This design comes from an exercise in tuning for small area, a short achievable clock period and few clock cycles per item on the open sky130 flow, not from production work.
At most, simulation tests tie the RTL to the original design; equivalence was not proved.
Power and IR drop assume default switching activity.

Setup of the reference run:
==> module mbs, before the edit <==
module mbs (input one, input a1, input two, input a0, input neg, output x);
    wire m;
    ma22o u0 (.a(one), .b(a1), .c(two), .d(a0), .y(m));
    mxor u1 (.a(m), .b(neg), .y(x));
endmodule
==> module ma22o, before the edit <==
module ma22o (input a, input b, input c, input d, output y);
    assign y = (a & b) | (c & d);
endmodule
==> module mxor, before the edit <==
module mxor (input a, input b, output y);
    assign y = a ^ b;
endmodule
clock: 4.0 ns
lec_check: 0
cap_margin: 20
core_margin: 2
core_utilization: 40
setup_slack_margin: 1.6
slew_margin: 20
synth_hierarchical: 1
standard.sh (not shown) runs the stock make flow with config.mk's settings and CLKGATE_MAP_FILE= SYNTH_SCRIPT=/design/flow/synth_recipe.tcl, a recipe that flattens the netlist after the stock synthesis.
==> flow/flow/run.sh <==
#!/bin/bash
set -euo pipefail
export BUFFER_PORTS_ARGS="-buffer_cell sky130_fd_sc_hd__buf_2"
bash standard.sh finish > orfs_make.log 2>&1
The reference run: flow completed, timing, DRC and antenna clean
Testbench counts of the reference run, summed over its fixed seeds: cycles 16,024, items 16,000.
Input changes introduced in the trial run (baseline for comparison: the reference run):
diff --git a/flow/design.v b/flow/design.v
--- a/flow/design.v
+++ b/flow/design.v
@@ -1692,12 +1692,4 @@
 endmodule
 module mbs (input one, input a1, input two, input a0, input neg, output x);
-    wire m;
-    ma22o u0 (.a(one), .b(a1), .c(two), .d(a0), .y(m));
-    mxor u1 (.a(m), .b(neg), .y(x));
-endmodule
-module ma22o (input a, input b, input c, input d, output y);
-    assign y = (a & b) | (c & d);
-endmodule
-module mxor (input a, input b, output y);
-    assign y = a ^ b;
+    assign x = ((one & a1) | (two & a0)) ^ neg;
 endmodule
[summary]
- The trial run vs. the reference run: global-route usage rose 0.36 points; number of clock-tree buffers in the layout rose 2.6%; relative contribution of the clock network to total power rose 1.0 points; data arrival time of the worst path rose 0.05 ns.
- Summary of the trial run over the reference run: clock power saw an increase, worst hold-check slack neither gained nor lost much, final total power rose by 3.2%.
- The trial run vs the reference run, post-route core utilization went up by 0.46 points.
- Sequential share of cell area: the trial run < the reference run
- In the tables for the trial run and the reference run, sequential fraction of the synthesis area reads higher with the reference run.
For the trial run, only the layout was checked, not whether the RTL still works.

--- another note on this design; it stands on its own ---

== v6 ==
==> flow/design.v (excerpt) <==
module wallace_multi (
    input clk,
    input rst,
    input [15:0] a,
    input [15:0] b,
    output reg [31:0] p,
    output reg done
);
Size: roughly 240 flip-flops, ~67 I/O pins, about 11000 um2 of cells after synthesis.
==> flow/config.mk <==
export PLATFORM = sky130hd
export DESIGN_NAME = wallace_multi
export DESIGN_NICKNAME = wallace_multi
export VERILOG_FILES = /design/flow/design.v
export SDC_FILE = /design/flow/constraint.sdc
export NUM_CORES = 4
export LEC_CHECK = 0
export CAP_MARGIN = 20
export CORE_MARGIN = 2
export CORE_UTILIZATION = 40
export CTS_BUF_LIST = sky130_fd_sc_hd__clkbuf_8
export CTS_CLUSTER_SIZE = 30
export SETUP_SLACK_MARGIN = 1.6
export SLEW_MARGIN = 20
export SYNTH_HIERARCHICAL = 1
==> flow/constraint.sdc <==
create_clock -name core_clock -period 4.0 [get_ports {clk}]
set_input_delay 0.8000 -clock core_clock [delete_from_list [all_inputs] [get_ports {clk}]]
set_output_delay 0.8000 -clock core_clock [all_outputs]
set_load 0.01 [all_outputs]
standard.sh (not shown) runs the stock make flow with config.mk's settings and CLKGATE_MAP_FILE= SYNTH_SCRIPT=/design/flow/synth_recipe.tcl, a recipe that flattens the netlist after the stock synthesis.
==> flow/flow/run.sh <==
#!/bin/bash
set -euo pipefail
export BUFFER_PORTS_ARGS="-buffer_cell sky130_fd_sc_hd__buf_2"
bash standard.sh finish > orfs_make.log 2>&1
v6 was carried through to the last stage, and its layout satisfied the timing, DRC and antenna checks.
Testbench counts of v6, summed over its fixed seeds: cycles 16,024, items 16,000.
The inputs of v7 differ from those of v6 as listed below.
# v6
export LEC_CHECK = 0
export CAP_MARGIN = 20
export CORE_MARGIN = 2
export CORE_UTILIZATION = 40
export CTS_BUF_LIST = sky130_fd_sc_hd__clkbuf_8
export CTS_CLUSTER_SIZE = 30
export SETUP_SLACK_MARGIN = 1.6
export SLEW_MARGIN = 20
export SYNTH_HIERARCHICAL = 1
create_clock -name core_clock -period 4.0 [get_ports {clk}]
# v7
export LEC_CHECK = 0
export CAP_MARGIN = 20
export CORE_MARGIN = 2
export CORE_UTILIZATION = 40
export CTS_BUF_LIST = sky130_fd_sc_hd__clkbuf_4
export SETUP_SLACK_MARGIN = 1.6
export SLEW_MARGIN = 20
export SYNTH_HIERARCHICAL = 1
create_clock -name core_clock -period 4.0 [get_ports {clk}]
Against v6 as the reference, v7 delivers a lower total power. The lower cell count of v6 and v7 is in v6. Clock-buffer cell count of v7 exceeds that of v6 by more than half. Of v6 and v7, the higher slack of the critical path belongs to v6. v7 vs. v6: share of power burned in the clock network went down by 3.7 points. Taking v6 as the reference, in v7 met3 wirelength from detailed routing now sits lower, total clock network power shrank by 20%, later-pin clock latency in the skew report grew by 0.15 ns. Final cell utilization of the core sits lower in v7 than in v6.

what the ideal ports hide:
How much do the figures lean on ideal ports? The routed layouts below were timed once more, with nothing changed but the port constraints. Step 1 sets driving cells, clkbuf_16 on the clock port and buf_2 on the other inputs (assumed; they add their load-dependent delay and slew). Step 2 moves the port delays by t, midway between the first and last clock arrival at a register: inputs arrive t later, outputs are due t later. That takes back most of the time a late clock gives input paths. a / b / c = no drivers / after step 1 / after step 2; a / b = the first two.
run	t, ns	setup WS [ns]	hold WS [ns]	worst setup path at the end	clock arrival spread, ns
the reference run	0.563	1.595 / 1.595 / 1.595	0.076 / 0.053 / 0.325	register to register	0.016 / 0.016
the trial run	0.564	1.545 / 1.545 / 1.545	0.076 / 0.053 / 0.322	register to register	0.010 / 0.009
v6	0.561	1.592 / 1.592 / 1.592	0.079 / 0.061 / 0.324	register to register	0.016 / 0.017
v7	0.704	1.587 / 1.587 / 1.587	0.217 / 0.198 / 0.316	register to register	0.033 / 0.033
After both steps setup and hold are still met in every run listed.
